Source: an optimization exercise on an open RTL-to-GDS flow (aim: small area, a short achievable clock period and few clock cycles). Production flows keep margins and buffers that such runs may drop. Where RTL was checked, it was by simulation tests only, not by an equivalence proof against the original. No functional check of the RTL was part of run 7. Power figures rest on the tool's default switching activity, not on a simulated workload.

### flow/design.v
module tomasulo_cpu(
    input  wire        clk,
    input  wire        rst,
    input  wire [31:0] inst_i,
    output wire [31:0] inst_addr_o,
    output wire        inst_ce_o,
    input  wire [31:0] mem_data_i,
    input  wire        mem_valid_i,
    input  wire        mem_ready_i,
    output wire [31:0] mem_addr_o,
    output wire [31:0] mem_data_o,
    output wire        mem_we_o,
    output wire        mem_req_o,
    output wire [3:0]  mem_sel_o
);
    integer i, b;
    function [32:0] ks_add;
        input [31:0] x;
        input [31:0] y;
        input        cin;
        reg   [31:0] g, p, gg, pp;
        integer k, d;
        begin
            g = x & y;
            p = x ^ y;
            gg = g;
            pp = p;
            gg[0] = g[0] | (p[0] & cin);
            for (d = 1; d < 32; d = d * 2) begin
                for (k = 31; k >= d; k = k - 1) begin
                    gg[k] = gg[k] | (pp[k] & gg[k-d]);
                    pp[k] = pp[k] & pp[k-d];
                end
            end
            ks_add[0] = p[0] ^ cin;
            for (k = 1; k < 32; k = k + 1) ks_add[k] = p[k] ^ gg[k-1];
            ks_add[32] = gg[31];
        end
    endfunction
    reg  [31:0] pc;
    reg         d_valid;
    reg  [31:0] d_inst;
    reg  [31:0] d_pc;
    reg         d_taken;        
    reg  [31:0] e_a, e_b, e_c;
    reg  [4:0]  e_rd;
    reg  [2:0]  e_f3;
    reg         e_wr, e_ld, e_st, e_md;
    reg         e_sub, e_sra, e_sll;
    reg         e_s_sum, e_s_sh, e_s_slt, e_s_sltu, e_s_xor, e_s_or, e_s_and, e_s_c;
    reg         e_r_jalr, e_r_eq, e_r_ne, e_r_lt, e_r_ge, e_r_ltu, e_r_geu;
    reg         e_fa1, e_fa2, e_fb1, e_fb2, e_fc1, e_fc2;
    reg         m_wr, m_ld, m_md;
    reg  [4:0]  m_rd;
    reg  [31:0] m_res;
    reg  [2:0]  m_f3;
    reg         m_req, m_req_o, m_we;
    reg  [3:0]  m_sel;
    reg  [31:0] m_addr;
    reg  [31:0] m_wdata;
    reg         w_wr;
    reg  [4:0]  w_rd;
    reg  [31:0] w_res;
    reg  [31:0] rf [1:31];
    reg  [31:1] rv;             
    assign inst_addr_o = pc;
    assign inst_ce_o   = 1'b1;
    assign mem_addr_o  = m_addr;
    assign mem_data_o  = m_wdata;
    assign mem_we_o    = m_we;
    assign mem_req_o   = m_req_o;
    assign mem_sel_o   = m_sel;
    wire [4:0] opc = d_inst[6:2];
    wire [2:0] f3  = d_inst[14:12];
    wire [4:0] rd  = d_inst[11:7];
    wire [4:0] rs1 = d_inst[19:15];
    wire [4:0] rs2 = d_inst[24:20];
    wire is_lui   = (opc == 5'b01101);
    wire is_auipc = (opc == 5'b00101);
    wire is_jal   = (opc == 5'b11011);
    wire is_jalr  = (opc == 5'b11001);
    wire is_br    = (opc == 5'b11000);
    wire is_ld    = (opc == 5'b00000);
    wire is_st    = (opc == 5'b01000);
    wire is_opi   = (opc == 5'b00100);
    wire is_op    = (opc == 5'b01100);
    wire is_md    = is_op & d_inst[25];
    wire is_rr    = is_op & ~d_inst[25];
    wire is_alu   = is_rr | is_opi;
    wire use_rs1 = is_jalr | is_br | is_ld | is_st | is_opi | is_op;
    wire use_rs2 = is_br | is_st | is_op;
    wire wr_rd   = (is_lui | is_auipc | is_jal | is_jalr | is_ld | is_opi | is_op) & (rd != 5'd0);
    wire [31:0] imm_i = {{20{d_inst[31]}}, d_inst[31:20]};
    wire [31:0] imm_s = {{20{d_inst[31]}}, d_inst[31:25], d_inst[11:7]};
    wire [31:0] imm_b = {{20{d_inst[31]}}, d_inst[7], d_inst[30:25], d_inst[11:8], 1'b0};
    wire [31:0] imm_u = {d_inst[31:12], 12'b0};
    wire [31:0] id_tgt  = d_pc + (is_br ? imm_b : imm_u);
    wire [31:0] id_link = d_pc + 32'd4;
    wire        byp1 = w_wr & (w_rd == rs1);
    wire        byp2 = w_wr & (w_rd == rs2);
    wire [31:0] sel1 = (32'd1 << rs1) & {rv, 1'b0} & {32{~byp1}};
    wire [31:0] sel2 = (32'd1 << rs2) & {rv, 1'b0} & {32{~byp2}};
    reg  [31:0] r1, r2;
    always @(*) begin
        for (b = 0; b < 32; b = b + 1) begin
            r1[b] = byp1 & w_res[b];
            r2[b] = byp2 & w_res[b];
            for (i = 1; i < 32; i = i + 1) begin
                r1[b] = r1[b] | (sel1[i] & rf[i][b]);
                r2[b] = r2[b] | (sel2[i] & rf[i][b]);
            end
        end
    end
    wire f1_rs1 = e_wr & (e_rd == rs1);
    wire f2_rs1 = m_wr & (m_rd == rs1);
    wire f1_rs2 = e_wr & (e_rd == rs2);
    wire f2_rs2 = m_wr & (m_rd == rs2);
    wire stall_lu = d_valid & e_ld & ((use_rs1 & f1_rs1) | (use_rs2 & f1_rs2));
    wire [31:0] fa = ({32{e_fa1}} & m_res) | ({32{e_fa2}} & w_res) | ({32{~e_fa1 & ~e_fa2}} & e_a);
    wire [31:0] fb = ({32{e_fb1}} & m_res) | ({32{e_fb2}} & w_res) | ({32{~e_fb1 & ~e_fb2}} & e_b);
    wire [31:0] fc = ({32{e_fc1}} & m_res) | ({32{e_fc2}} & w_res) | ({32{~e_fc1 & ~e_fc2}} & e_c);
    wire [32:0] sumc = ks_add(fa, fb ^ {32{e_sub}}, e_sub);
    wire [31:0] sum  = sumc[31:0];
    wire        ltu  = ~sumc[32];
    wire        lt   = (fa[31] ^ fb[31]) ? fa[31] : ltu;
    wire        eq   = (fa == fb);
    reg  [31:0] sh_in, sh_out;
    always @(*) begin
        for (i = 0; i < 32; i = i + 1) sh_in[i] = e_sll ? fa[31-i] : fa[i];
    end
    wire [32:0] sh_ext = {e_sra & fa[31], sh_in};
    wire [32:0] sh_r   = $signed(sh_ext) >>> fb[4:0];
    always @(*) begin
        for (i = 0; i < 32; i = i + 1) sh_out[i] = e_sll ? sh_r[31-i] : sh_r[i];
    end
    wire ex_redirect = e_r_jalr | (e_r_eq & eq) | (e_r_ne & ~eq) | (e_r_lt & lt) | (e_r_ge & ~lt) |
                       (e_r_ltu & ltu) | (e_r_geu & ~ltu);
    wire [31:0] ex_tgt = e_r_jalr ? sum : e_c;
    wire [31:0] ex_res = ({32{e_s_sum}} & sum) | ({32{e_s_sh}} & sh_out) |
                         {31'd0, (e_s_slt & lt) | (e_s_sltu & ltu)} |
                         ({32{e_s_xor}} & (fa ^ fb)) | ({32{e_s_or}} & (fa | fb)) |
                         ({32{e_s_and}} & (fa & fb)) | ({32{e_s_c}} & e_c);
    reg         md_nega, md_negb, md_iter, md_fix;    
    reg         md_done;
    reg  [5:0]  md_cnt;
    reg         md_lead;            
    reg         md_hi32, md_dv32;
    reg         md_sa, md_sb;       
    reg         md_bp;              
    wire md_busy  = m_md & ~md_done;
    wire md_isdiv = m_f3[2];
    wire md_bz    = (m_wdata == 32'd0);
    wire [32:0] md_hi = {md_hi32, m_res};
    wire [31:0] md_lo = m_addr;
    wire [32:0] md_dv = {md_dv32, m_wdata};
    wire bzero = (md_lo[1] == md_lo[0]) & (md_lo[0] == md_bp);
    wire btwo  = (md_lo[1] & ~md_lo[0] & ~md_bp) | (~md_lo[1] & md_lo[0] & md_bp);
    wire bneg  = md_lo[1] & ~(md_lo[0] & md_bp);
    wire mul_it = md_iter & ~md_isdiv;
    wire xs_sh  = md_iter & md_isdiv;
    wire xs_hi  = (md_iter | md_fix) & ~md_isdiv;
    wire ys_lo  = md_nega | (md_fix & md_isdiv & ~m_f3[1]);
    wire ys_hi  = md_fix & md_isdiv & m_f3[1];
    wire ys_dv  = md_negb | (md_iter & md_isdiv) | (md_fix & ~md_isdiv) | (mul_it & ~bzero & ~btwo);
    wire ys_dv2 = mul_it & btwo;
    wire md_inv = md_nega | md_negb | (md_iter & md_isdiv) | (md_fix & (md_isdiv | md_sb)) |
                  (mul_it & bneg);
    wire [34:0] md_x = ({35{xs_sh}} & {2'b00, md_hi[31:0], md_lo[31]}) |
                       ({35{xs_hi}} & {{2{md_hi[32]}}, md_hi});
    wire [34:0] md_y = ({35{ys_lo}} & {3'b000, md_lo}) |
                       ({35{ys_hi}} & {{2{md_hi[32]}}, md_hi}) |
                       ({35{ys_dv}} & {{2{md_dv[32]}}, md_dv}) |
                       ({35{ys_dv2}} & {md_dv[32], md_dv, 1'b0});
    wire [34:0] md_sum = md_x + (md_y ^ {35{md_inv}}) + {34'd0, md_inv};
    wire        md_skip    = md_isdiv & md_lead & (md_lo[31:24] == 8'd0);
    wire [5:0]  md_cnt_nx  = md_cnt + (md_skip ? 6'd8 : (md_isdiv ? 6'd1 : 6'd2));
    wire        md_last    = md_cnt_nx[5];
    wire        md_needfix = md_isdiv ? (m_f3[1] ? md_sa : (md_sa ^ md_sb)) :
                             ((m_f3[1:0] != 2'b00) & (md_sb ^ md_lo[1]));
    wire        md_res_lo  = md_isdiv ? ~m_f3[1] : (m_f3[1:0] == 2'b00);
    wire [32:0] it_hi = md_isdiv ? (md_sum[34] ? {md_hi[31:0], md_lo[31]} : md_sum[32:0]) : md_sum[34:2];
    wire [31:0] it_lo = md_skip ? {md_lo[23:0], 8'd0} :
                        (md_isdiv ? {md_lo[30:0], ~md_sum[34]} : {md_sum[1:0], md_lo[31:2]});
    wire st_div = e_f3[2];
    wire st_sa  = st_div & ~e_f3[0] & fa[31];
    wire st_sb  = st_div & ~e_f3[0] & fc[31];
    wire st_bz  = st_div & (fc == 32'd0);
    always @(posedge clk) begin
        if (rst) begin
            md_nega <= 1'b0;
            md_negb <= 1'b0;
            md_iter <= 1'b0;
            md_fix  <= 1'b0;
            md_done <= 1'b0;
        end else if (~md_busy) begin
            if (~stall_mem) begin
                md_done <= 1'b0;
                md_cnt  <= 6'd0;
                md_lead <= 1'b1;
                md_hi32 <= 1'b0;
                md_bp   <= 1'b0;
                md_dv32 <= ~e_f3[2] & ~e_f3[1] & fc[31];
                md_sa   <= st_sa;
                md_sb   <= st_div ? st_sb : (((e_f3[1:0] == 2'b01) | (e_f3[1:0] == 2'b10)) & fa[31]);
                md_nega <= e_md & st_sa & ~st_bz;
                md_negb <= e_md & ~st_sa & st_sb & ~st_bz;
                md_iter <= e_md & ~st_sa & ~st_sb & ~st_bz;
                md_fix  <= e_md & st_bz;
            end
        end else begin
            if (md_nega) begin
                md_nega <= 1'b0;
                md_negb <= md_sb;
                md_iter <= ~md_sb;
            end
            if (md_negb) begin
                md_negb <= 1'b0;
                md_iter <= 1'b1;
            end
            if (md_iter) begin
                md_cnt <= md_cnt_nx;
                md_bp  <= md_lo[1];
                if (~md_skip) begin
                    md_lead <= 1'b0;
                    md_hi32 <= it_hi[32];
                end
                if (md_last) begin
                    md_iter <= 1'b0;
                    md_fix  <= md_needfix;
                    md_done <= ~md_needfix;
                end
            end
            if (md_fix) begin
                md_fix  <= 1'b0;
                md_done <= 1'b1;
            end
        end
    end
    wire stall_mem = m_req & ~mem_ready_i;
    reg [31:0] ld_val;
    always @(*) begin
        case (m_f3)
            3'b000:  ld_val = {{24{mem_data_i[7]}}, mem_data_i[7:0]};
            3'b001:  ld_val = {{16{mem_data_i[15]}}, mem_data_i[15:0]};
            3'b100:  ld_val = {24'd0, mem_data_i[7:0]};
            3'b101:  ld_val = {16'd0, mem_data_i[15:0]};
            default: ld_val = mem_data_i;
        endcase
    end
    wire front_hold = stall_mem | md_busy;
    wire ra_ok = ~(d_valid & wr_rd & (rd == 5'd1)) & ~(e_wr & (e_rd == 5'd1)) &
                 ~(m_wr & (m_rd == 5'd1));
    wire [31:0] ra_val = (w_wr && w_rd == 5'd1) ? w_res : (rv[1] ? rf[1] : 32'd0);
    wire        i_jb  = (inst_i[6:2] == 5'b11011) | ((inst_i[6:2] == 5'b11000) & inst_i[31]);
    wire        i_ret = (inst_i[6:2] == 5'b11001) & (inst_i[19:15] == 5'd1) &
                        (inst_i[31:20] == 12'd0) & ra_ok;
    wire [31:0] i_imm = {{12{inst_i[31]}},
                         inst_i[3] ? inst_i[19:12] : {8{inst_i[31]}},
                         inst_i[3] ? inst_i[20] : inst_i[7],
                         inst_i[30:25],
                         inst_i[3] ? inst_i[24:21] : inst_i[11:8],
                         1'b0};
    wire [32:0] if_sum = ks_add(pc, i_imm, 1'b0);
    wire [31:0] pc4    = pc + 32'd4;
    wire [31:0] pc_nx  = ex_redirect ? ex_tgt : (i_ret ? ra_val : (i_jb ? if_sum[31:0] : pc4));
    wire        if_en  = ~front_hold & ~stall_lu;    
    always @(posedge clk) begin
        if (w_wr) rf[w_rd] <= w_res;
    end
    always @(posedge clk) begin
        if (rst) rv <= 31'd0;
        else if (w_wr) rv[w_rd] <= 1'b1;
    end
    always @(posedge clk) begin
        if (rst) begin
            pc      <= 32'd0;
            d_valid <= 1'b0;
        end else if (if_en) begin
            pc      <= pc_nx;
            d_valid <= ~ex_redirect;
        end
    end
    always @(posedge clk) begin
        if (if_en) begin
            d_inst  <= inst_i;
            d_pc    <= pc;
            d_taken <= i_jb | i_ret;
        end
    end
    wire id_go = d_valid & ~stall_lu & ~ex_redirect;
    always @(posedge clk) begin
        if (rst) begin
            e_wr <= 1'b0; e_ld <= 1'b0; e_st <= 1'b0; e_md <= 1'b0;
            e_r_jalr <= 1'b0; e_r_eq <= 1'b0; e_r_ne <= 1'b0; e_r_lt <= 1'b0;
            e_r_ge <= 1'b0; e_r_ltu <= 1'b0; e_r_geu <= 1'b0;
        end else if (~front_hold) begin
            e_wr     <= id_go & wr_rd;
            e_ld     <= id_go & is_ld;
            e_st     <= id_go & is_st;
            e_md     <= id_go & is_md;
            e_r_jalr <= id_go & is_jalr & ~d_taken;
            e_r_eq   <= id_go & is_br & (d_taken ? (f3 == 3'b001) : (f3 == 3'b000));
            e_r_ne   <= id_go & is_br & (d_taken ? (f3 == 3'b000) : (f3 == 3'b001));
            e_r_lt   <= id_go & is_br & (d_taken ? (f3 == 3'b101) : (f3 == 3'b100));
            e_r_ge   <= id_go & is_br & (d_taken ? (f3 == 3'b100) : (f3 == 3'b101));
            e_r_ltu  <= id_go & is_br & (d_taken ? (f3 == 3'b111) : (f3 == 3'b110));
            e_r_geu  <= id_go & is_br & (d_taken ? (f3 == 3'b110) : (f3 == 3'b111));
        end
    end
    always @(posedge clk) begin
        if (~front_hold) begin
            e_a    <= r1;
            e_b    <= (is_rr | is_br) ? r2 : (is_md ? 32'd0 : (is_st ? imm_s : imm_i));
            e_c    <= (is_st | is_md) ? r2 :
                      (is_lui ? imm_u : ((is_auipc | (is_br & ~d_taken)) ? id_tgt : id_link));
            e_rd   <= rd;
            e_f3   <= f3;
            e_sub  <= is_br | (is_alu & (f3 == 3'b010 | f3 == 3'b011)) |
                      (is_rr & (f3 == 3'b000) & d_inst[30]);
            e_sra  <= d_inst[30];
            e_sll  <= (f3 == 3'b001);
            e_s_sum  <= (is_alu & (f3 == 3'b000)) | is_ld | is_st;
            e_s_sh   <= is_alu & (f3 == 3'b001 | f3 == 3'b101);
            e_s_slt  <= is_alu & (f3 == 3'b010);
            e_s_sltu <= is_alu & (f3 == 3'b011);
            e_s_xor  <= is_alu & (f3 == 3'b100);
            e_s_or   <= is_alu & (f3 == 3'b110);
            e_s_and  <= is_alu & (f3 == 3'b111);
            e_s_c    <= is_lui | is_auipc | is_jal | is_jalr;
            e_fa1  <= f1_rs1;
            e_fa2  <= ~f1_rs1 & f2_rs1;
            e_fb1  <= (is_rr | is_br) & f1_rs2;
            e_fb2  <= (is_rr | is_br) & ~f1_rs2 & f2_rs2;
            e_fc1  <= (is_st | is_md) & f1_rs2;
            e_fc2  <= (is_st | is_md) & ~f1_rs2 & f2_rs2;
        end
    end
    always @(posedge clk) begin
        if (rst) begin
            m_wr    <= 1'b0;
            m_ld    <= 1'b0;
            m_md    <= 1'b0;
            m_req   <= 1'b0;
            m_req_o <= 1'b0;
            m_we    <= 1'b0;
        end else if (~front_hold) begin
            m_wr    <= e_wr;
            m_ld    <= e_ld;
            m_md    <= e_md;
            m_req   <= e_ld | e_st;
            m_req_o <= e_ld | e_st;
            m_we    <= e_st;
        end
    end
    always @(posedge clk) begin
        if (~front_hold) begin
            m_rd    <= e_rd;
            m_f3    <= e_f3;
            m_sel   <= e_f3[1] ? 4'b1111 :
                       (e_f3[0] ? (4'b0011 << sum[1:0]) : (4'b0001 << sum[1:0]));
        end
    end
    always @(posedge clk) begin
        if (~md_busy) begin
            if (~stall_mem) begin
                m_res   <= ex_res;
                m_addr  <= sum;
                m_wdata <= fc;
            end
        end else begin
            if (md_nega) m_addr <= md_sum[31:0];
            if (md_negb) m_wdata <= md_sum[31:0];
            if (md_iter) begin
                m_addr <= it_lo;
                if (md_last & ~md_needfix & md_res_lo) m_res <= it_lo;
                else if (~md_skip) m_res <= it_hi[31:0];
            end
            if (md_fix) begin
                if (md_isdiv & md_bz) m_res <= m_f3[1] ? md_lo : 32'hFFFFFFFF;
                else m_res <= md_sum[31:0];
            end
        end
    end
    always @(posedge clk) begin
        if (rst) begin
            w_wr <= 1'b0;
        end else if (~front_hold) begin
            w_wr <= m_wr;
        end
    end
    always @(posedge clk) begin
        if (~front_hold) begin
            w_rd  <= m_rd;
            w_res <= m_ld ? ld_val : m_res;
        end
    end
endmodule
### flow/run.sh
#!/bin/bash
# synth_recipe.tcl (not shown) runs the flow's synth.tcl, then flattens the netlist and writes it again
# the make line also repeats each setting of config.mk as NAME=value (left out here)
make -C /OpenROAD-flow-scripts/flow DESIGN_CONFIG=/design/flow/config.mk WORK_HOME=/design/flow/orfs CLKGATE_MAP_FILE= SYNTH_SCRIPT=/design/flow/synth_recipe.tcl finish
### flow/config.mk
export PLATFORM = sky130hd
export DESIGN_NAME = tomasulo_cpu
export DESIGN_NICKNAME = tomasulo_cpu
export VERILOG_FILES = /design/flow/design.v
export SDC_FILE = /design/flow/constraint.sdc
export NUM_CORES = 8
export LEC_CHECK = 0
export ABC_AREA = 1
export CAP_MARGIN = 20
export CORE_MARGIN = 2
export CORE_UTILIZATION = 45
export PLACE_DENSITY = 0.6
export SLEW_MARGIN = 20
### flow/constraint.sdc
create_clock -name core_clock -period 20.0 [get_ports {clk}]
set_input_delay 4.0000 -clock core_clock [delete_from_list [all_inputs] [get_ports {clk}]]
set_output_delay 4.0000 -clock core_clock [all_outputs]
set_load 0.01 [all_outputs]
==> results of run 1 <==
[stage by stage]
step | utilization | setup WS (ns)
after floorplan | - | 10.14
after global placement | 0.4793 | 11.63
after detailed placement | 0.4794 | 11.68
after CTS | 0.5085 | 12.54
after global routing | 0.5095 | 12.07
final | 0.5100 | 12.44
[final timing paths]
path	endpoint	slack, ns	start	cells after the start
worst max-delay path	pc[22]	12.44	inst_i[3]	17
worst min-delay path	m_we	0.46	m_we	2
worst max register to register	m_res[11]	13.51	m_f3[2]	28
worst min register to register	m_we	0.46	m_we	2
[cells by family (layout without fill, tap and decap cells)]
logic type | count (synthesis) | after routing | share of synthesized area
AND/OR/NAND/NOR | 4079 | 4079 | 0.2096
adder cells (fa/ha/maj) | 213 | 213 | 0.03219
flip-flops | 1419 | 1419 | 0.4972
multiplexers | 2 | 2 | 0.0002384
AO/OA/AOI/OAI | 2199 | 2199 | 0.1598
XOR/XNOR | 167 | 167 | 0.01760
other | 1 | 41 | 0.00004466
buffers and inverters | 1772 | 2045 | 0.08341
[layout make-up]
class	instances	area, sq um	area share
multi-input combinational	6661	35560	0.3761
clock inverter	99	1092	0.01155
inverter	1338	5041	0.05331
clock buffer	196	4317	0.04565
timing repair buffer	412	3596	0.03803
antenna	40	100.1	0.001059
sequential	1419	41750	0.4415
tap	2480	3103	0.03281
[cells in the final DEF, fill, tap and decap left out, types with 49 or more instances in the layout]
cell,n
nor3_1,141
nor2_1,571
nand2_1,2218
edfxtp_1,1333
o211ai_1,64
a221oi_1,90
nand4_1,234
ha_1,208
buf_4,237
a211oi_1,110
nand2_2,49
clkdlybuf4s50_1,165
dfxtp_1,86
inv_2,76
clkbuf_16,167
o2111ai_1,51
o22ai_1,476
inv_1,1245
nand3_1,667
xor2_1,129
o21ai_0,559
a21oi_1,538
o221ai_1,66
nor4_1,54
[state kept, by name, summed over array words and instances, names as in the netlist, 3 cells and up]
name     count
e_rd         5
e_b         32
rf         992
m_rd         5
m_addr      32
d_pc        32
e_a         32
d_inst      30
e_c         32
m_res       32
pc          32
m_wdata     32
e_f3         3
w_res       32
md_cnt       6
m_f3         3
m_sel        4
w_rd         5
rv          31
[power breakdown]
| part | switching, uW | internal (uW) | leakage (uW) |
|---|---|---|---|
| logic | 528 | 194 | 0.0211 |
| registers | 93.2 | 3320 | 0.0138 |
| clock network | 1370 | 1730 | 0.00263 |
| total | 1990 | 5250 | 0.0375 |
[worst max-delay path, delay by kind of cell]
family | cells | cell delay (ns)
AOI/OAI and AO/OA | 6 | 2.36
buffers and inverters | 3 | 0.88
and+or+nand+nor | 7 | 0.76
adders and majority gates | 1 | 0.31
[layer usage]
metal  up-vias  global-route usage
met5         -             0.01915
met4        40              0.3832
met3      2518              0.2154
met2      8476              0.6912
met1     41420              0.6024
li1      34890                   -
==> impl_metrics.toml, run 1 <==
[global_route]
grt_pass1_wl_mm = 651.4
first_global_vias = 78160
grt_max_degree = 87
grt.overflow.total = 0
grt_usage = 0.4977
antenna_found_initial = 54

[final_layout]
drive_gt1_frac = 0.07427
area_growth_pct = 12.61
fin_nets = 10270
fin_area_sq_um = 94560
n_fill_cell = 17790
layoutNonFillerInstCount = 12650

[synth]
yosysTopAreaCellShare = 0.4767
ys_ff_latch = 1419
synth_ff_type = "edfxtp_1"
ys_async_sr_fraction = 0
synth_edf_count = 1333
yosys.area.top_type = "edfxtp_1"
synth_area_leaders = "edfxtp_1, nand2_1, inv_1"
yosysMostFrequentCell = "nand2_1"
synth_common_cells = "nand2_1, edfxtp_1, inv_1"
seq_area_frac_synth = 0.4972
avgSynthCellArea_sq_um = 8.523
synth_nets = 10130
syn-instance-count = 9852
ys_warn_count = 1
synth.distinct_cells = 75
synth.cell_area_sq_um = 83970

[detailed_routing]
vias_per_cell = 6.907
wl_per_cell_microns = 38.88
routed.top_layer = "met5"
ant_nets = 0
vias = 87340
wl_met2_mm = 194.8
wl_met3_mm = 78.54
drt-pass1-iter-count = 11
drt-met1-wl_mm = 168.0
drc = 0
totalWireLength_mm = 491.7
drtIter0Drc = 17230

[setup_path]
critical-path-max-stage-delay_ns = 0.76
worstPathArrival_ns = 8.34
cp_common_cell = "nor2_1"
end_kind = "register"
worstPathCellList = "clkdlybuf4s50_1 > buf_4 > inv_1 > o21ai_0 > ha_1 > nand2_1 > nor2_1 > nand4_1 > o21ai_0 > a21oi_1 > o21bai_1 > nor2_1 > o21ai_0 > o21ai_0 > nor2_1 > nor2_1 > nor2_1"
required_ns = 20.78
slowest_stage = "o21ai_0"
path_class = "in2reg"
path_max_fanout = 13
crit_path_start_kind = "input port"

[sta]
tightest_slew_ns = 1.366
clock.fmax_ghz = 0.1322
finClkSkew_ns = 0.08272
hold-worst-slack_ns = 0.4628
finalSetupViolations = 0
slew_violations = 0
slew_headroom = 0.08811
tns_ns = 0
layout_min_cycle_time_ns = 7.565
period_share = 0.3783
hold_violations = 0
rsz0062_at_grt = "no"

[clock_network]
tritoncts = "built"
cts-buffers-inserted = 161
clk_latency_ns = 0.87
cts_root_buf = "clkbuf_16"
cts_buffer_depth = 3
clk_pin_slew_ns = 0.06
postCtsHoldBufs = 0
clock-sinks = 1419
postCtsSetupBuffers = 0
cts_resized = 0
htreeDepth = 4

[floorplanning]
die_x_microns = 436.0
coreArea_sq_um = 185400
start_util = 0.4528
die-height_microns = 436.0
ioPinCount = 171
die_area_sq_um = 190100
rows = 158

[placement]
dp_cells = 12300
gp_congestion = 1.044
placed_area_sq_um = 88890
port_buffers = 166
dp_hpwl_mm = 326.6

[power_and_ir_drop]
fin_total_pwr_uw = 7234
pwr_density_cell_nw_per_um2 = 76.50
vdd_ir_drop_max_uv = 96.12
p_leak_uw = 0.03754

[hold_path]
hold_path_class = "reg2reg"

[flow_run]
drv_cap = 0

[run_status]
outcome = "no timing/DRC/antenna violations"
Testbench counts, summed over its fixed seeds: cycles 13,587.
==> run 2, diff against run 1 <==
==> flow/flow/run.sh (new file) <==
#!/bin/bash
# Own layout flow: the standard ORFS flow (standard.sh), with
#  - port buffers of a plain buffer cell (buf_2) instead of the default delay buffer,
#  - adders left to abc as plain logic (no full-adder cell mapping; registers unchanged), and
#  - ORFS's repair_timing asked for extra setup margin, so that the layout is optimised
#    for a short achieved period (the clock and its constraints are unchanged).
# make's full output goes to flow_make.log here; ORFS keeps each step's log under orfs/logs.
set -euo pipefail
bash standard.sh finish \
  SETUP_SLACK_MARGIN=15.5 \
  ADDER_MAP_FILE= \
  "BUFFER_PORTS_ARGS=-buffer_cell sky130_fd_sc_hd__buf_2" \
  > flow_make.log 2>&1
==> flow/standard.sh (new file) <==
#!/bin/bash
# synth_recipe.tcl (not shown) runs the flow's synth.tcl, then flattens the netlist and writes it again
# the make line also repeats each setting of config.mk as NAME=value (left out here)
make -C /OpenROAD-flow-scripts/flow DESIGN_CONFIG=/design/flow/config.mk WORK_HOME=/design/flow/orfs CLKGATE_MAP_FILE= SYNTH_SCRIPT=/design/flow/synth_recipe.tcl "${@:-finish}"
removed: flow/run.sh
==> impl_metrics.toml, run 2 <==
[detailed_routing]
drc = 0
totalWireLength_mm = 491.7
ant_nets = 0
vias = 89640
wl_per_cell_microns = 36.46
drtIter0Drc = 15610
vias_per_cell = 6.645
drt-pass1-iter-count = 9

[synth]
ys_async_sr_fraction = 0
yosys.area.top_type = "edfxtp_1"
synth.distinct_cells = 75
synth.cell_area_sq_um = 83510
synth_common_cells = "nand2_1, edfxtp_1, inv_1"
ys_warn_count = 1
syn-instance-count = 10130
synth_nets = 10200
synth_edf_count = 1333
synth_area_leaders = "edfxtp_1, nand2_1, inv_1"
seq_area_frac_synth = 0.4999
avgSynthCellArea_sq_um = 8.241
ys_ff_latch = 1419
yosysTopAreaCellShare = 0.4793
synth_ff_type = "edfxtp_1"
yosysMostFrequentCell = "nand2_1"

[floorplanning]
ioPinCount = 171
die_x_microns = 434.8
coreArea_sq_um = 184800
die-height_microns = 434.8
rows = 158
die_area_sq_um = 189000
start_util = 0.4518

[power_and_ir_drop]
p_int_uw = 5254
pwr_density_cell_nw_per_um2 = 70.29
power_frac_clock = 0.414
seqPwrFrac = 0.463
p_leak_uw = 0.04221
vdd_ir_drop_max_uv = 108.8
p_switching_uw = 2063
swShare = 0.2819
power.share.combinational = 0.123

[setup_path]
reg2reg_depth = 25
r2r_setup_slack_ns = 15.21
reg2reg_to = "pc[9]"
path_max_fanout = 4
path_class = "reg2out"
slowest_stage = "edfxtp_1"
critical-path-max-stage-delay_ns = 0.54
crit_family = "flip-flops"
required_ns = 16.00
timing.rr.start = "m_res[4]"
end_kind = "output port"
crit_buf_inv = 1
crit_path_start_kind = "register"
worstPathCellList = "buf_2"
worstPathArrival_ns = 1.60

[hold_path]
hold_path_class = "reg2reg"
min_path_cells = 2
whs_endpoint = "m_md"
min_from = "m_md"

[placement]
port_buffers = 166
gp_congestion = 1.095
dp_cells = 12640
dp_hpwl_mm = 341.0

[global_route]
grt_pass1_wl_mm = 653.3
grt_usage = 0.4979
grt.overflow.total = 0
antenna_found_initial = 48
grt_max_degree = 64
first_global_vias = 79440

[final_layout]
largest-register = "rf"
largest_reg_flops = 992
drive_gt1_frac = 0.1962
n_fill_cell = 16610
final_cell_mix = "nand2_1, edfxtp_1, inv_1"
fin_nets = 10910
area_growth_pct = 24.66
layout_commonest_cell = "nand2_1"
layoutNonFillerInstCount = 13490

[run_status]
outcome = "no timing/DRC/antenna violations"

[clock_network]
tritoncts = "built"
htreeDepth = 4
cts_buffer_depth = 3
cts_root_buf = "clkbuf_16"
cts-buffers-inserted = 157
clk_pin_slew_ns = 0.06
clk_latency_ns = 0.87
clock-sinks = 1419

[sta]
finalSetupViolations = 0
period_share = 0.2801
slew_headroom = 0.1980
tns_ns = 0
hold_violations = 0
tightest_slew_ns = 1.190
slew_violations = 0
clock.fmax_ghz = 0.1785
layout_min_cycle_time_ns = 5.602
rsz0062_at_grt = "yes"
finClkSkew_ns = 0.08242

[flow_run]
drv_cap = 0
-- run 2: timing repair --
action,CTS,global route
gates resized for setup,833,403
hold buffers,0,0
pin swaps,176,129
setup buffers,339,133
setup endpoints to repair,650,400
cloned,35,17
-- run 2: cell families after synthesis --
| logic type | Yosys count | share of synthesized area |
|---|---|---|
| buffers and inverters | 1734 | 0.08118 |
| AND/OR/NAND/NOR | 4619 | 0.2361 |
| AO/OA/AOI/OAI | 2274 | 0.1734 |
| other | 1 | 0.00004490 |
| flip-flops | 1419 | 0.4999 |
| multiplexers | 13 | 0.001558 |
| XOR/XNOR | 74 | 0.007761 |
-- run 2: how the worst max path moves through the flow --
stage | startpoint | end | slack (ns) | depth (start not counted)
2_1_floorplan | inst_i[3] | pc[29] | 13.99 | 17
3_3_place_gp | inst_i[31] | pc[30] | 12.73 | 18
3_5_place_dp | inst_i[31] | pc[30] | 12.77 | 18
4_1_cts | m_wdata[17] | mem_data_o[17] | 14.40 | 1
5_1_grt | inst_i[31] | pc[30] | 14.35 | 16
6_report | m_wdata[27] | mem_data_o[27] | 14.40 | 1
-- run 2: power groups by stage --
stage | clock [uW] | combinational (uW) | sequential [uW]
final | 3030 | 899 | 3390
after global placement | 0 | 676 | 3460
after global routing | 3130 | 913 | 3380
after detailed placement | 0 | 679 | 3460
after floorplan | 0 | 332 | 3440
after CTS | 3010 | 811 | 3380
-- run 2: layout make-up --
| type | count | area (sq um) | area share |
|---|---|---|---|
| clock buffers | 192 | 4101 | 0.03940 |
| repair buffers | 989 | 9096 | 0.08738 |
| clock inverters | 103 | 1202 | 0.01155 |
| inverters | 1270 | 5181 | 0.04977 |
| diodes | 31 | 77.57 | 0.0007452 |
| flip-flops and latches | 1419 | 41850 | 0.4020 |
| multi-input cells | 6999 | 39430 | 0.3788 |
| repair inverters | 6 | 58.81 | 0.0005649 |
| well taps | 2480 | 3103 | 0.02981 |
-- run 2: metrics by stage --
stage / util / hold WS [ns] / power, uW / cell area, sq um / setup WS [ns]
4_1_cts: 0.5468 / 0.4627 / 7202 / 101100 / 14.40
6_report: 0.5632 / 0.4691 / 7318 / 104100 / 14.40
3_3_place_gp: 0.4808 / 0.4495 / 4139 / 88880 / 12.73
5_1_grt: 0.5628 / 0.4811 / 7423 / 104000 / 14.35
2_1_floorplan: - / 0.4244 / 3770 / 84260 / 13.99
3_5_place_dp: 0.4810 / 0.4557 / 4143 / 88910 / 12.77
-- run 2: metal layers --
metal | GRT usage | wire, microns | vias up
met5 | 0.005544 | 425 | -
met1 | 0.6054 | 167800 | 42770
met2 | 0.7056 | 198000 | 7611
li1 | - | - | 37230
met4 | 0.4272 | 55330 | 40
met3 | 0.1687 | 70100 | 1994
-- run 2: worst min-delay path, cell delays in order (launching register included) --
cell     delay, ns
dfxtp_1       0.31
nand2_1       0.06
a21oi_1       0.05
==> run 3, diff against run 2 <==
--- a/flow/flow/run.sh
+++ b/flow/flow/run.sh
@@ -8,5 +8,5 @@
 set -euo pipefail
 bash standard.sh finish \
-  SETUP_SLACK_MARGIN=15.5 \
+  SETUP_SLACK_MARGIN=13.5 \
   ADDER_MAP_FILE= \
   "BUFFER_PORTS_ARGS=-buffer_cell sky130_fd_sc_hd__buf_2" \
==> impl_metrics.toml, run 3 <==
[run_status]
outcome = "no timing/DRC/antenna violations"

[placement]
placed_area_sq_um = 88440
port_buffers = 166
place_ws_ns = 12.44
gp_congestion = 1.087
dp_hpwl_mm = 341.0

[floorplanning]
ioPinCount = 171
coreArea_sq_um = 184800
start_util = 0.4518
die_x_microns = 434.8
die-height_microns = 434.8
die_area_sq_um = 189000
rows = 158

[hold_path]
hold_path_class = "reg2reg"

[detailed_routing]
ant_nets = 0
drtIter0Drc = 14690
vias_per_cell = 6.621
drt-pass1-iter-count = 13
vias = 85800
wl_per_cell_microns = 35.92
totalWireLength_mm = 465.4
drc = 0

[setup_path]
r2r_setup_slack_ns = 13.24
end_kind = "register"
worstPathCellList = "buf_4 > clkinv_1 > buf_4 > o22ai_1 > nor2_1 > nand3_4 > buf_4 > nand2_1 > buf_4 > inv_1 > buf_4 > a221oi_2 > nand2_1 > nor4_1 > nand4_1 > nand2_1 > o31ai_1"
crit_path_start_kind = "register"
critical-path-max-stage-delay_ns = 0.83
crit_buf_inv = 7
crit_family = "simple AND/OR/NAND/NOR gates"
slowest_stage = "nand4_1"
path_class = "reg2reg"
required_ns = 20.61
worstPathArrival_ns = 7.37
cp_common_cell = "buf_4"
path_max_fanout = 32

[synth]
yosys.area.top_type = "edfxtp_1"
synth_area_leaders = "edfxtp_1, nand2_1, inv_1"
synth.distinct_cells = 75
yosysMostFrequentCell = "nand2_1"
yosysTopAreaCellShare = 0.4793
synth_ff_type = "edfxtp_1"
avgSynthCellArea_sq_um = 8.241
synth.cell_area_sq_um = 83510
ys_async_sr_fraction = 0
synth_nets = 10200
syn-instance-count = 10130
ys_ff_latch = 1419
ys_warn_count = 1
synth_edf_count = 1333
synth_common_cells = "nand2_1, edfxtp_1, inv_1"
seq_area_frac_synth = 0.4999

[final_layout]
final_cell_mix = "nand2_1, edfxtp_1, inv_1"
area_growth_pct = 12.29
fin_nets = 10400
layout_commonest_cell = "nand2_1"
drive_gt1_frac = 0.09609
final_util = 0.5073
largest-register = "rf"
largest_reg_flops = 992
fin_area_sq_um = 93780

[clock_network]
cts-buffers-inserted = 157
htreeDepth = 4
cts_buffer_depth = 3
clk_pin_slew_ns = 0.06
clock-sinks = 1419
clk_latency_ns = 0.88
tritoncts = "built"
postCtsHoldBufs = 0
cts_root_buf = "clkbuf_16"

[global_route]
grt.overflow.total = 0
grt_usage = 0.4746
first_global_vias = 76540
antenna_found_initial = 48
grt_pass1_wl_mm = 624.9
grt_max_degree = 79
met3_usage = 0.1489
grt_use_met2 = 0.6762
grt_use_met1 = 0.5879
busiest_layer = "met2"

[sta]
finalSetupViolations = 0
fin_ws_ns = 13.24
period_share = 0.3381
finClkSkew_ns = 0.07315
slew_violations = 0
tightest_slew_ns = 1.351
hold_violations = 0
clock.fmax_ghz = 0.1479
tns_ns = 0
rsz0062_at_grt = "yes"
slew_headroom = 0.09953
layout_min_cycle_time_ns = 6.763

[power_and_ir_drop]
fin_total_pwr_uw = 7018
swShare = 0.2783
power.share.combinational = 0.101
p_leak_uw = 0.03800
p_int_uw = 5064
pwr_density_cell_nw_per_um2 = 74.83
power_frac_clock = 0.413
p_switching_uw = 1953
seqPwrFrac = 0.486
vdd_ir_drop_max_uv = 87.55

[flow_run]
drv_cap = 0
run 3: final cells by class:
type / count / area (sq um)
antenna: 30 / 75.07
fill: 17670 / 91060
inverter: 1270 / 4790
clock buffer: 185 / 4116
sequential: 1419 / 41750
timing repair buffer: 498 / 3382
tap: 2480 / 3103
clock inverter: 95 / 877.1
multi-input combinational: 6981 / 35680
run 3: per-stage QoR:
| stage | cells | hold slack (ns) |
|---|---|---|
| 6_report | 12960 | 0.4686 |
| 5_1_grt | 12930 | 0.4894 |
| 4_1_cts | 12920 | 0.4676 |
| 3_5_place_dp | 12640 | 0.4561 |
| 3_3_place_gp | 12640 | 0.4498 |
| 2_1_floorplan | 10130 | 0.4244 |
run 3: repair_timing:
action | 4_1_cts | 5_1_grt
gates resized for setup | 5 | 25
endpoints found under the setup margin | 9 | 25
pin swaps | 0 | 1
setup buffers | 0 | 5
run 3: worst paths after layout:
check	startpoint	to	depth (start not counted)
worst max-delay path	d_inst[24]	e_c[3]	17
worst min-delay path	rv[14]	rv[14]	2
worst max register to register	d_inst[24]	e_c[3]	17
worst min register to register	rv[14]	rv[14]	2
run 3: worst reg2reg max path, stage by stage, from the launching register on:
cell	delay (ns)
edfxtp_1	0.36
buf_4	0.28
clkinv_1	0.14
buf_4	0.36
o22ai_1	0.16
nor2_1	0.20
nand3_4	0.46
buf_4	0.51
nand2_1	0.16
buf_4	0.28
inv_1	0.33
buf_4	0.32
a221oi_2	0.65
nand2_1	0.35
nor4_1	0.69
nand4_1	0.83
nand2_1	0.35
o31ai_1	0.12
run 3: cells by family after synthesis:
logic type	after synthesis	share of synthesized area
other	1	0.00004490
AOI/OAI and AO/OA	2274	0.1734
buffers and inverters	1734	0.08118
muxes	13	0.001558
and+or+nand+nor	4619	0.2361
DFF	1419	0.4999
xor gates and xnor gates	74	0.007761
run 3: metal layers:
| metal | routed length [microns] | part of all wire |
|---|---|---|
| met5 | 184 | 0.00040 |
| met4 | 48250 | 0.10 |
| met3 | 63550 | 0.14 |
| met2 | 189900 | 0.41 |
| met1 | 163500 | 0.35 |
run 3: power groups by stage:
stage,sequential [uW],combinational (uW),clock [uW]
floorplan,3440,322,0
global placement,3460,665,0
detailed placement,3460,668,0
CTS,3400,671,2880
global route,3400,732,3000
finish,3410,712,2900
==> run 4, diff against run 3 <==
--- a/flow/flow/run.sh
+++ b/flow/flow/run.sh
@@ -8,5 +8,5 @@
 set -euo pipefail
 bash standard.sh finish \
-  SETUP_SLACK_MARGIN=13.5 \
+  SETUP_SLACK_MARGIN=14.5 \
   ADDER_MAP_FILE= \
   "BUFFER_PORTS_ARGS=-buffer_cell sky130_fd_sc_hd__buf_2" \
--- a/flow/config.mk
+++ b/flow/config.mk
@@ -10,4 +10,5 @@
 export CORE_MARGIN = 2
 export CORE_UTILIZATION = 45
+export GPL_TIMING_DRIVEN = 1
 export PLACE_DENSITY = 0.6
 export SLEW_MARGIN = 20
==> impl_metrics.toml, run 4 <==
[setup_path]
required_ns = 20.41
end_kind = "register"
path_max_fanout = 13
worstPathArrival_ns = 6.12
reg2reg_depth = 17
path_class = "reg2reg"
reg2reg_to = "e_a[8]"
timing.rr.start = "d_inst[16]"
crit_path_start_kind = "register"
r2r_setup_slack_ns = 14.29

[floorplanning]
die_x_microns = 434.8
start_util = 0.4518
die_area_sq_um = 189000
coreArea_sq_um = 184800
rows = 158
die-height_microns = 434.8
ioPinCount = 171

[detailed_routing]
drt-pass1-iter-count = 7
ant_nets = 0
totalWireLength_mm = 470.3
vias = 86960
wl_per_cell_microns = 35.73
drc = 0
drtIter0Drc = 14690
vias_per_cell = 6.607

[clock_network]
cts_root_buf = "clkbuf_16"
cts_buffer_depth = 3
clk_pin_slew_ns = 0.06
clk_latency_ns = 0.89
tritoncts = "built"
htreeDepth = 4
clock-sinks = 1419
postCtsHoldBufs = 0
cts-buffers-inserted = 159

[placement]
placed_area_sq_um = 88600
gp_congestion = 1.079
port_buffers = 166
place_ws_ns = 12.70
dp_hpwl_mm = 336.9

[final_layout]
n_fill_cell = 17380
drive_gt1_frac = 0.1414
fin_area_sq_um = 97650
fin_nets = 10600
area_growth_pct = 16.93
layout_commonest_cell = "nand2_1"
largest-register = "rf"
largest_reg_flops = 992
final_cell_mix = "nand2_1, edfxtp_1, inv_1"

[hold_path]
whs_endpoint = "e_r_geu"
min_path_cells = 2
hold_path_class = "reg2reg"
min_from = "e_r_geu"

[synth]
seq_area_frac_synth = 0.4999
ys_async_sr_fraction = 0
yosys.area.top_type = "edfxtp_1"
synth.distinct_cells = 75
avgSynthCellArea_sq_um = 8.241
syn-instance-count = 10130
synth_common_cells = "nand2_1, edfxtp_1, inv_1"
ys_warn_count = 1
synth_area_leaders = "edfxtp_1, nand2_1, inv_1"
synth.cell_area_sq_um = 83510
ys_ff_latch = 1419
synth_ff_type = "edfxtp_1"
synth_edf_count = 1333
yosysTopAreaCellShare = 0.4793
synth_nets = 10200
yosysMostFrequentCell = "nand2_1"

[power_and_ir_drop]
vdd_ir_drop_max_uv = 82.97
p_leak_uw = 0.03958
pwr_density_cell_nw_per_um2 = 73.67

[sta]
slew_headroom = 0.1157
tns_ns = 0
tightest_slew_ns = 1.326
finClkSkew_ns = 0.06173
clock.fmax_ghz = 0.1751
finalSetupViolations = 0
rsz0062_at_grt = "yes"
period_share = 0.2856
layout_min_cycle_time_ns = 5.712
fin_ws_ns = 14.29
slew_violations = 0
hold_violations = 0

[global_route]
grt_max_degree = 71
grt.overflow.total = 0
first_global_vias = 77260
antenna_found_initial = 56
grt_usage = 0.4775
grt_pass1_wl_mm = 628.0

[flow_run]
drv_cap = 0

[run_status]
outcome = "no timing/DRC/antenna violations"
[run 4: cell counts after synthesis]
Identical to the previous run, type by type.
[run 4: worst max path at each step]
stage          slack (ns)     end       start  depth (start not counted)
3_5_place_dp        12.70  pc[29]  inst_i[31]                         17
2_1_floorplan       13.97  pc[30]   inst_i[3]                         19
4_1_cts             14.30  pc[29]   inst_i[3]                         19
6_report            14.29  e_a[8]  d_inst[16]                         17
5_1_grt             14.22  pc[26]   inst_i[3]                         23
3_3_place_gp        12.73  pc[29]  inst_i[31]                         18
[run 4: report_power, final]
group	total, uW	internal (uW)	switching [uW]
combinational	820	205	616
clock	2990	1670	1320
sequential	3390	3310	75.3
[run 4: layout make-up]
type                            instances  area (sq um)  area share
Clock inverter                         85          1001     0.01025
Antenna cell                           26         65.06   0.0006663
Timing Repair inverter                  3         18.77   0.0001922
Sequential cell                      1419         41860      0.4286
Clock buffer                          202          4233     0.04335
Multi-Input combinational cell       6989         37370      0.3827
Timing Repair Buffer                  687          5105     0.05228
Tap cell                             2480          3103     0.03178
Inverter                             1270          4900     0.05017
[run 4: cell families after synthesis]
group,synth area share
other,0.00004490
DFF,0.4999
buffers and inverters,0.08118
and+or+nand+nor,0.2361
AOI/OAI and AO/OA,0.1734
xor gates and xnor gates,0.007761
muxes,0.001558
[run 4: worst max-delay path: stages (launching register included)]
cell	delay (ns)
edfxtp_1	0.35
buf_4	0.22
inv_1	0.31
o22ai_1	0.14
a21oi_1	0.55
nand3_4	0.24
buf_4	0.26
nand2_1	0.32
buf_4	0.33
clkinv_1	0.29
buf_4	0.32
nand2_1	0.09
o21ai_0	0.08
a211oi_1	0.32
nand3_1	0.23
a2111oi_1	0.49
buf_4	0.25
nand4_1	0.43
[run 4: what timing repair did]
action                     4_1_cts  5_1_grt
cloned                           5        6
setup buffers                  151       58
setup endpoints to repair      293      225
pin swaps                       78       64
gates resized for setup        330      162
[run 4: stage by stage]
stage,hold WS (ns),std cells,util,total power [uW]
2_1_floorplan,0.4244,10130,-,3768
3_5_place_dp,0.4586,12630,0.4794,4130
5_1_grt,0.4859,13140,0.5280,7319
4_1_cts,0.4699,13070,0.5209,7110
3_3_place_gp,0.4507,12630,0.4792,4125
6_report,0.4688,13160,0.5283,7194
[run 4: per-layer routing]
layer | global-route usage | vias to the layer above | part of all wire
met5 | 0.0002520 | - | 0.00035
met1 | 0.5891 | 41720 | 0.35
met4 | 0.3804 | 22 | 0.10
met2 | 0.6850 | 7071 | 0.41
met3 | 0.1556 | 1615 | 0.14
li1 | - | 36530 | -
==> run 5, diff against run 4 <==
--- a/flow/config.mk
+++ b/flow/config.mk
@@ -10,5 +10,4 @@
 export CORE_MARGIN = 2
 export CORE_UTILIZATION = 45
-export GPL_TIMING_DRIVEN = 1
 export PLACE_DENSITY = 0.6
 export SLEW_MARGIN = 20
==> impl_metrics.toml, run 5 <==
[floorplanning]
start_util = 0.4518
die-height_microns = 434.8
rows = 158
ioPinCount = 171
coreArea_sq_um = 184800
die_x_microns = 434.8
die_area_sq_um = 189000

[clock_network]
cts_buffer_depth = 3
cts_root_buf = "clkbuf_16"
cts-buffers-inserted = 159
postCtsHoldBufs = 0
htreeDepth = 4
clk_pin_slew_ns = 0.06
clock-sinks = 1419
tritoncts = "built"
clk_latency_ns = 0.89

[synth]
synth_area_leaders = "edfxtp_1, nand2_1, inv_1"
synth_nets = 10200
synth_common_cells = "nand2_1, edfxtp_1, inv_1"
synth_edf_count = 1333
yosysTopAreaCellShare = 0.4793
yosysMostFrequentCell = "nand2_1"
synth.cell_area_sq_um = 83510
yosys.area.top_type = "edfxtp_1"
ys_warn_count = 1
ys_ff_latch = 1419
syn-instance-count = 10130
synth_ff_type = "edfxtp_1"
synth.distinct_cells = 75
avgSynthCellArea_sq_um = 8.241
seq_area_frac_synth = 0.4999
ys_async_sr_fraction = 0

[global_route]
grt_pass1_wl_mm = 628.0
grt_max_degree = 71
grt.overflow.total = 0
first_global_vias = 77260
antenna_found_initial = 56
grt_usage = 0.4775

[power_and_ir_drop]
vdd_ir_drop_max_uv = 82.97
seqPwrFrac = 0.471
swShare = 0.2790
p_switching_uw = 2007
fin_total_pwr_uw = 7194
power_frac_clock = 0.415
p_int_uw = 5187
pwr_density_cell_nw_per_um2 = 73.67
power.share.combinational = 0.114
p_leak_uw = 0.03958

[setup_path]
path_class = "reg2reg"
end_kind = "register"
reg2reg_depth = 17
reg2reg_to = "e_a[8]"
worstPathArrival_ns = 6.12
path_max_fanout = 13
r2r_setup_slack_ns = 14.29
cp-startpoint = "d_inst[16]"
timing.rr.start = "d_inst[16]"
crit_path_start_kind = "register"
cp-endpoint = "e_a[8]"
required_ns = 20.41

[flow_run]
drv_cap = 0

[placement]
gp_congestion = 1.079
placed_area_sq_um = 88600
port_buffers = 166
dp_hpwl_mm = 336.9
dp_cells = 12630

[sta]
clock.fmax_ghz = 0.1751
period_share = 0.2856
slew_violations = 0
finClkSkew_ns = 0.06173
slew_headroom = 0.1157
tightest_slew_ns = 1.326
finalSetupViolations = 0
rsz0062_at_grt = "yes"
hold_violations = 0
tns_ns = 0
layout_min_cycle_time_ns = 5.712

[final_layout]
largest-register = "rf"
fin_area_sq_um = 97650
drive_gt1_frac = 0.1414
layout_commonest_cell = "nand2_1"
fin_nets = 10600
final_cell_mix = "nand2_1, edfxtp_1, inv_1"
layoutNonFillerInstCount = 13160
largest_reg_flops = 992
area_growth_pct = 16.93
n_fill_cell = 17380

[detailed_routing]
wl_per_cell_microns = 35.73
drt-pass1-iter-count = 7
drc = 0
vias_per_cell = 6.607
drtIter0Drc = 14690
vias = 86960
ant_nets = 0
totalWireLength_mm = 470.3

[hold_path]
hold_path_class = "reg2reg"

[run_status]
outcome = "no timing/DRC/antenna violations"
## run 5: cell counts in the layout (fill, tap and decap cells not counted)
No cell type changed its count.
## run 5: worst min path at each step
stage | from | to | slack [ns] | cells after the start
after floorplan | d_inst[12] | e_f3[0] | 0.42 | 0
after global placement | rv[29] | rv[29] | 0.45 | 2
after detailed placement | rv[6] | rv[6] | 0.46 | 2
after CTS | e_r_geu | e_r_geu | 0.47 | 2
after global routing | e_r_ne | e_r_ne | 0.49 | 2
final | e_r_geu | e_r_geu | 0.47 | 2
## run 5: cells by family after synthesis
logic type | count (synthesis) | synth area share
XOR/XNOR | 74 | 0.007761
other | 1 | 0.00004490
multiplexers | 13 | 0.001558
buffers and inverters | 1734 | 0.08118
AO/OA/AOI/OAI | 2274 | 0.1734
flip-flops | 1419 | 0.4999
AND/OR/NAND/NOR | 4619 | 0.2361
## run 5: repair_timing
item | CTS | global route
endpoints found under the setup margin | 293 | 225
endpoints found under the hold margin | 0 | 0
gates cloned | 5 | 6
setup buffers | 151 | 58
resized for setup | 330 | 162
pin swaps | 78 | 64
## run 5: metal layers
metal | up-vias | routed length (microns) | GRT usage | share of wire
met5 | - | 163 | 0.0002520 | 0.00035
met4 | 22 | 47760 | 0.3804 | 0.10
met3 | 1615 | 65000 | 0.1556 | 0.14
met2 | 7071 | 192300 | 0.6850 | 0.41
met1 | 41720 | 165000 | 0.5891 | 0.35
li1 | 36530 | - | - | -
## run 5: critical path, cell delays in order (launching register included)
cell and delay [ns]:
edfxtp_1 0.35, buf_4 0.22, inv_1 0.31, o22ai_1 0.14
a21oi_1 0.55, nand3_4 0.24, buf_4 0.26, nand2_1 0.32
buf_4 0.33, clkinv_1 0.29, buf_4 0.32, nand2_1 0.09
o21ai_0 0.08, a211oi_1 0.32, nand3_1 0.23, a2111oi_1 0.49
buf_4 0.25, nand4_1 0.43
## run 5: cell type report
cell class                      count  area [sq um]  area share
Clock inverter                     85          1001     0.01025
Timing Repair inverter              3         18.77   0.0001922
Sequential cell                  1419         41860      0.4286
Timing Repair Buffer              687          5105     0.05228
Antenna cell                       26         65.06   0.0006663
Clock buffer                      202          4233     0.04335
Tap cell                         2480          3103     0.03178
Multi-Input combinational cell   6989         37370      0.3827
Inverter                         1270          4900     0.05017
## run 5: stage by stage
stage          hold WS [ns]  utilization  worst slack (ns)
6_report             0.4688       0.5283             14.29
5_1_grt              0.4859       0.5280             14.22
4_1_cts              0.4699       0.5209             14.30
3_5_place_dp         0.4586       0.4794             12.70
3_3_place_gp         0.4507       0.4792             12.73
2_1_floorplan        0.4244            -             13.97
## run 5: power groups by stage
| stage | logic, uW | clock network [uW] | registers [uW] |
|---|---|---|---|
| 4_1_cts | 748 | 2980 | 3380 |
| 6_report | 820 | 2990 | 3390 |
| 2_1_floorplan | 330 | 0 | 3440 |
| 3_5_place_dp | 664 | 0 | 3470 |
| 5_1_grt | 841 | 3100 | 3380 |
| 3_3_place_gp | 659 | 0 | 3470 |
==> run 6, diff against run 5 <==
--- a/flow/flow/run.sh
+++ b/flow/flow/run.sh
@@ -8,5 +8,5 @@
 set -euo pipefail
 bash standard.sh finish \
-  SETUP_SLACK_MARGIN=14.5 \
+  SETUP_SLACK_MARGIN=14.8 \
   ADDER_MAP_FILE= \
   "BUFFER_PORTS_ARGS=-buffer_cell sky130_fd_sc_hd__buf_2" \
==> impl_metrics.toml, run 6 <==
[setup_path]
crit_path_start_kind = "register"
required_ns = 16.00
r2r_setup_slack_ns = 14.54
cp-startpoint = "m_addr[27]"
reg2reg_depth = 14
path_class = "reg2out"
crit_buf_inv = 1
timing.rr.start = "d_inst[19]"
worstPathArrival_ns = 1.71
worstPathCellList = "buf_2"
crit_family = "flip-flops"
end_kind = "output port"
reg2reg_to = "e_a[0]"
path_max_fanout = 3
cp.depth = 1
slowest_stage = "edfxtp_1"
cp-endpoint = "mem_addr_o[27]"
critical-path-max-stage-delay_ns = 0.65

[final_layout]
n_fill_cell = 17280
largest-register = "rf"
largest_reg_flops = 992
layoutNonFillerInstCount = 13220
layout_commonest_cell = "nand2_1"
area_growth_pct = 18.60
fin_nets = 10650
drive_gt1_frac = 0.1554
final_util = 0.5358
final_cell_mix = "nand2_1, edfxtp_1, inv_1"

[flow_run]
drv_cap = 0

[placement]
dp_hpwl_mm = 343.4
port_buffers = 166
dp_cells = 12600
gp_congestion = 1.088

[run_status]
outcome = "no timing/DRC/antenna violations"

[global_route]
grt_usage = 0.4887
first_global_vias = 77600
antenna_found_initial = 41
grt_max_degree = 82
grt_pass1_wl_mm = 642.0
grt.overflow.total = 0

[synth]
synth_ff_type = "edfxtp_1"
synth_nets = 10200
synth.cell_area_sq_um = 83510
synth_common_cells = "nand2_1, edfxtp_1, inv_1"
synth_edf_count = 1333
ys_warn_count = 1
yosys.area.top_type = "edfxtp_1"
synth-xor-area-share = 0.007761
yosysTopAreaCellShare = 0.4793
synth.distinct_cells = 75
yosysMostFrequentCell = "nand2_1"
ys_ff_latch = 1419
synth_top_family_by_area = "simple AND/OR/NAND/NOR gates"
synth_fa_ha_area_frac = 0
yosys.area_share.simple = 0.2361
synth_compound_area_frac = 0.1734
syn-instance-count = 10130
synthMuxAreaShare = 0.001558
ys_async_sr_fraction = 0
seq_area_frac_synth = 0.4999
synth_area_leaders = "edfxtp_1, nand2_1, inv_1"
avgSynthCellArea_sq_um = 8.241

[detailed_routing]
vias = 87830
totalWireLength_mm = 482.3
drc = 0
drt-pass1-iter-count = 8
wl_per_cell_microns = 36.50
drtIter0Drc = 16360
vias_per_cell = 6.646
ant_nets = 0

[floorplanning]
start_util = 0.4518
die_area_sq_um = 189000
ioPinCount = 171
coreArea_sq_um = 184800
die_x_microns = 434.8
rows = 158
die-height_microns = 434.8

[power_and_ir_drop]
fin_total_pwr_uw = 7144
pwr_density_cell_nw_per_um2 = 72.14
vdd_ir_drop_max_uv = 87.91
p_leak_uw = 0.04021

[clock_network]
cts_root_buf = "clkbuf_16"
clk_pin_slew_ns = 0.06
clk_latency_ns = 0.87
tritoncts = "built"
cts_buffer_depth = 3
htreeDepth = 4
clock-sinks = 1419
cts-buffers-inserted = 157

[sta]
hold_violations = 0
rsz0062_at_grt = "yes"
slew_violations = 0
tightest_slew_ns = 1.337
clock.fmax_ghz = 0.1752
period_share = 0.2854
layout_min_cycle_time_ns = 5.708
finClkSkew_ns = 0.04806
tns_ns = 0
finalSetupViolations = 0
slew_headroom = 0.1084

[hold_path]
hold_path_class = "reg2reg"
min_path_cells = 0
-- run 6: cell counts after synthesis --
Identical to the previous run, type by type.
-- run 6: cells by family after synthesis --
family          after synthesis
xor+xnor                     74
other cells                   1
flops                      1419
mux                          13
compound gates             2274
simple gates               4619
buf+inv                    1734
-- run 6: metrics by stage --
| step | hold WS (ns) | area, sq um | setup slack, ns |
|---|---|---|---|
| 2_1_floorplan | 0.4244 | 83980 | 13.98 |
| 3_3_place_gp | 0.4251 | 88490 | 12.10 |
| 3_5_place_dp | 0.4201 | 88550 | 12.06 |
| 4_1_cts | 0.4360 | 97410 | 14.38 |
| 5_1_grt | 0.4531 | 98980 | 14.27 |
| 6_report | 0.4455 | 99040 | 14.29 |
-- run 6: repair_timing --
item	CTS	global route
pin swaps	118	105
gates resized for setup	526	193
hold buffers	0	0
endpoints found under the setup margin	490	254
buffers inserted	196	81
gates cloned	12	9
-- run 6: worst min-delay path by stage --
stage | from | end
2_1_floorplan | d_inst[12] | e_f3[0]
3_5_place_dp | pc[3] | d_pc[3]
5_1_grt | pc[3] | d_pc[3]
6_report | pc[3] | d_pc[3]
3_3_place_gp | pc[3] | d_pc[3]
4_1_cts | pc[3] | d_pc[3]
-- run 6: power breakdown --
group          total (uW)  internal, uW  switching [uW]
combinational         852           215             638
clock                2910          1580            1330
sequential           3380          3310            73.2
total                7140          5110            2040
-- run 6: per-layer routing --
metal  vias to the layer above  global-route usage  routed length [microns]
met5                         -                   0                      234
met4                        32              0.3887                    49070
met3                      1636              0.1637                    69790
met2                      7431              0.6878                   194900
met1                     42090              0.6118                   168400
li1                      36630                   -                        -
-- run 6: area by class of cell --
class                           instances  area, sq um  area share
Timing Repair inverter                  3        36.28   0.0003664
Multi-Input combinational cell       6989        37910      0.3827
Timing Repair Buffer                  742         6055     0.06113
Clock inverter                         86        865.8    0.008742
Clock buffer                          202         4169     0.04209
Inverter                             1270         4977     0.05025
Antenna cell                           24        60.06   0.0006064
Tap cell                             2480         3103     0.03133
Sequential cell                      1419        41870      0.4228
==> run 7, diff against run 6 <==
--- a/flow/design.v
+++ b/flow/design.v
@@ -43,4 +43,5 @@
     reg  [31:0] d_pc;
     reg         d_taken;        
+    reg  [31:1] d_s1, d_s2;     
     reg  [31:0] e_a, e_b, e_c;
     reg  [4:0]  e_rd;
@@ -99,6 +100,6 @@
     wire        byp1 = w_wr & (w_rd == rs1);
     wire        byp2 = w_wr & (w_rd == rs2);
-    wire [31:0] sel1 = (32'd1 << rs1) & {rv, 1'b0} & {32{~byp1}};
-    wire [31:0] sel2 = (32'd1 << rs2) & {rv, 1'b0} & {32{~byp2}};
+    wire [31:0] sel1 = {d_s1 & rv & {31{~byp1}}, 1'b0};
+    wire [31:0] sel2 = {d_s2 & rv & {31{~byp2}}, 1'b0};
     reg  [31:0] r1, r2;
     always @(*) begin
@@ -261,4 +262,6 @@
                          inst_i[3] ? inst_i[24:21] : inst_i[11:8],
                          1'b0};
+    wire [31:0] i_s1 = 32'd1 << inst_i[19:15];
+    wire [31:0] i_s2 = 32'd1 << inst_i[24:20];
     wire [32:0] if_sum = ks_add(pc, i_imm, 1'b0);
     wire [31:0] pc4    = pc + 32'd4;
@@ -286,4 +289,6 @@
             d_pc    <= pc;
             d_taken <= i_jb | i_ret;
+            d_s1    <= i_s1[31:1];
+            d_s2    <= i_s2[31:1];
         end
     end
==> impl_metrics.toml, run 7 <==
[clock_network]
postCtsHoldBufs = 0
htreeDepth = 4
clk_pin_slew_ns = 0.06
clock-sinks = 1481
cts-buffers-inserted = 162
tritoncts = "built"
cts_buffer_depth = 3
cts_root_buf = "clkbuf_16"
clk_latency_ns = 0.87

[final_layout]
layoutNonFillerInstCount = 13220
fin_area_sq_um = 100500
largest_reg_flops = 992
drive_gt1_frac = 0.1486
fin_nets = 10630
area_growth_pct = 17.98
final_cell_mix = "nand2_1, edfxtp_1, inv_1"
n_fill_cell = 17570
final_util = 0.5347
largest-register = "rf"
layout_commonest_cell = "nand2_1"

[run_status]
outcome = "finished with violations"
violatedChecks = "slew limit"

[synth]
yosys.area.top_type = "edfxtp_1"
seq_area_frac_synth = 0.5119
yosysMostFrequentCell = "nand2_1"
avgSynthCellArea_sq_um = 8.405
synth_ff_type = "edfxtp_1"
syn-instance-count = 10140
ys_warn_count = 1
synth.cell_area_sq_um = 85200
synth_area_leaders = "edfxtp_1, nand2_1, inv_1"
yosysTopAreaCellShare = 0.4917
synth_nets = 10210
ys_async_sr_fraction = 0
synth_edf_count = 1395
synth.distinct_cells = 80
synth_common_cells = "nand2_1, edfxtp_1, inv_1"
ys_ff_latch = 1481

[global_route]
grt_usage = 0.4844
grt.overflow.total = 0
first_global_vias = 78510
grt_pass1_wl_mm = 643.8
grt_max_degree = 79
antenna_found_initial = 41

[placement]
gp_congestion = 1.080
port_buffers = 166
dp_hpwl_mm = 342.1
placed_area_sq_um = 90410
dp_cells = 12630

[power_and_ir_drop]
pwr_density_cell_nw_per_um2 = 74.18
p_leak_uw = 0.04113
fin_total_pwr_uw = 7457
vdd_ir_drop_max_uv = 77.23

[detailed_routing]
drt-pass1-iter-count = 9
drtIter0Drc = 15470
wl_per_cell_microns = 36.29
totalWireLength_mm = 479.9
ant_nets = 0
drc = 0
vias = 87400
vias_per_cell = 6.610

[sta]
tightest_slew_ns = 1.509
finClkSkew_ns = 0.09378
finalSetupViolations = 0
rsz0062_at_grt = "yes"
clock.fmax_ghz = 0.1723
period_share = 0.2902
layout_min_cycle_time_ns = 5.803
slew_violations = 1
slew_headroom = -0.006058
tns_ns = 0
hold_violations = 0

[floorplanning]
coreArea_sq_um = 188000
die_x_microns = 439.1
start_util = 0.4532
die-height_microns = 439.1
die_area_sq_um = 192800
ioPinCount = 171
rows = 159

[flow_run]
drv_cap = 0

[setup_path]
crit_path_start_kind = "input port"
end_kind = "register"
cp_common_cell = "nor2_1"
worstPathArrival_ns = 6.49
crit_family = "simple AND/OR/NAND/NOR gates"
worstPathCellList = "buf_16 > clkinvlp_4 > buf_6 > nand2_8 > o21ai_4 > or2_4 > nand2_4 > nor2_4 > inv_2 > o21ai_2 > a21oi_2 > nand3_2 > a31o_4 > or2_4 > nand3_4 > nand3_4 > o21ai_4 > nor2_1 > nor2_1 > nor2_1"
slowest_stage = "a31o_4"
critical-path-max-stage-delay_ns = 0.28
path_class = "in2reg"
required_ns = 20.69
crit_buf_inv = 4
path_max_fanout = 8

[hold_path]
hold_path_class = "reg2reg"
[run 7: what timing repair did]
item | in CTS | in global routing
setup endpoints to repair | 456 | 250
gates resized for setup | 442 | 127
cloned | 18 | 0
buffers inserted | 187 | 55
pin swaps | 106 | 72
[run 7: power breakdown]
group          switching [uW]  internal, uW
clock network            1350          1730
logic                     629           213
registers                77.0          3460
total                    2060          5400
[run 7: final timing paths]
kind	to	slack, ns	startpoint	cells after the start
hold reg to reg	m_rd[0]	0.46	e_rd[0]	0
setup reg to reg	e_b[3]	14.53	d_inst[24]	17
setup / recovery	pc[24]	14.20	inst_i[3]	20
hold / removal	m_rd[0]	0.46	e_rd[0]	0
[run 7: worst reg2reg max path, stage by stage (launching register included)]
cell	delay (ns)
edfxtp_1	0.35
buf_4	0.22
inv_1	0.32
o22ai_1	0.15
nor2_1	0.11
nand4_1	0.15
buf_12	0.25
nand2_1	0.29
buf_4	0.37
clkinv_1	0.20
buf_4	0.29
nand2_1	0.13
o221ai_1	0.13
a2111oi_2	0.99
o2111a_1	0.37
nand3_1	0.34
nand2_1	0.18
o21ai_0	0.26
[run 7: cell families after synthesis]
| family | share of synthesized area |
|---|---|
| muxes | 0.001057 |
| other | 0.00004401 |
| xor gates and xnor gates | 0.009046 |
| buffers and inverters | 0.08009 |
| DFF | 0.5119 |
| and+or+nand+nor | 0.2269 |
| AOI/OAI and AO/OA | 0.1710 |
[run 7: routing by layer]
metal,GRT usage,up-vias,share of wire
met2,0.6814,7241,0.40
met1,0.6065,41860,0.35
li1,-,36600,-
met3,0.1613,1674,0.14
met5,0.004218,-,0.00055
met4,0.3873,24,0.10
[run 7: area by class of cell]
type	count	area, sq um	share of cell area
Tap cell	2495	3122	0.03106
Timing Repair Buffer	726	5884	0.05854
Sequential cell	1481	43720	0.4350
Clock buffer	207	4315	0.04293
Inverter	1283	4965	0.04939
Multi-Input combinational cell	6906	37340	0.3715
Clock inverter	93	1052	0.01047
Timing Repair inverter	5	51.30	0.0005103
Antenna cell	26	65.06	0.0006473
[run 7: metrics by stage]
stage | worst slack, ns | hold slack (ns)
finish | 14.20 | 0.4627
global route | 14.10 | 0.4755
CTS | 14.37 | 0.4529
detailed placement | 12.24 | 0.4409
global placement | 12.24 | 0.4315
floorplan | 14.00 | 0.4244

[re-timing with driven ports]
How much do the figures lean on ideal ports? The routed layouts below were timed once more, with nothing changed but the port constraints. Step 1 sets driving cells, clkbuf_16 on the clock port and buf_2 on the other inputs (assumed; they add their load-dependent delay and slew). Step 2 adds t to the input delays and takes it off the output delays; t is the mean of the earliest and latest rising clock arrival at the registers after step 1. Input paths then give back, and output paths get back, about the clock's delay inside the block. Slacks: no drivers / after step 1 / after step 2; pairs: no drivers / after step 1.
run | t (ns) | slack for setup (ns) | worst setup path after step 2 | clock arrival spread, ns
run 1 | 0.925 | 12.435 / 12.502 / 11.577 | input to register | 0.085 / 0.085
run 2 | 0.922 | 14.398 / 14.304 / 13.438 | input to register | 0.083 / 0.084
run 3 | 0.921 | 13.237 / 13.237 / 12.772 | input to register | 0.074 / 0.074
run 4 | 0.954 | 14.288 / 14.277 / 13.405 | input to register | 0.065 / 0.065
run 5 | 0.954 | 14.288 / 14.277 / 13.405 | input to register | 0.065 / 0.065
run 6 | 0.954 | 14.292 / 14.183 / 13.365 | input to register | 0.050 / 0.051
run 7 | 0.926 | 14.197 / 14.147 / 13.221 | input to register | 0.094 / 0.094
The setup slack of run 7, which loses most, moves by -0.050 ns with the drivers and by -0.976 ns with both steps.
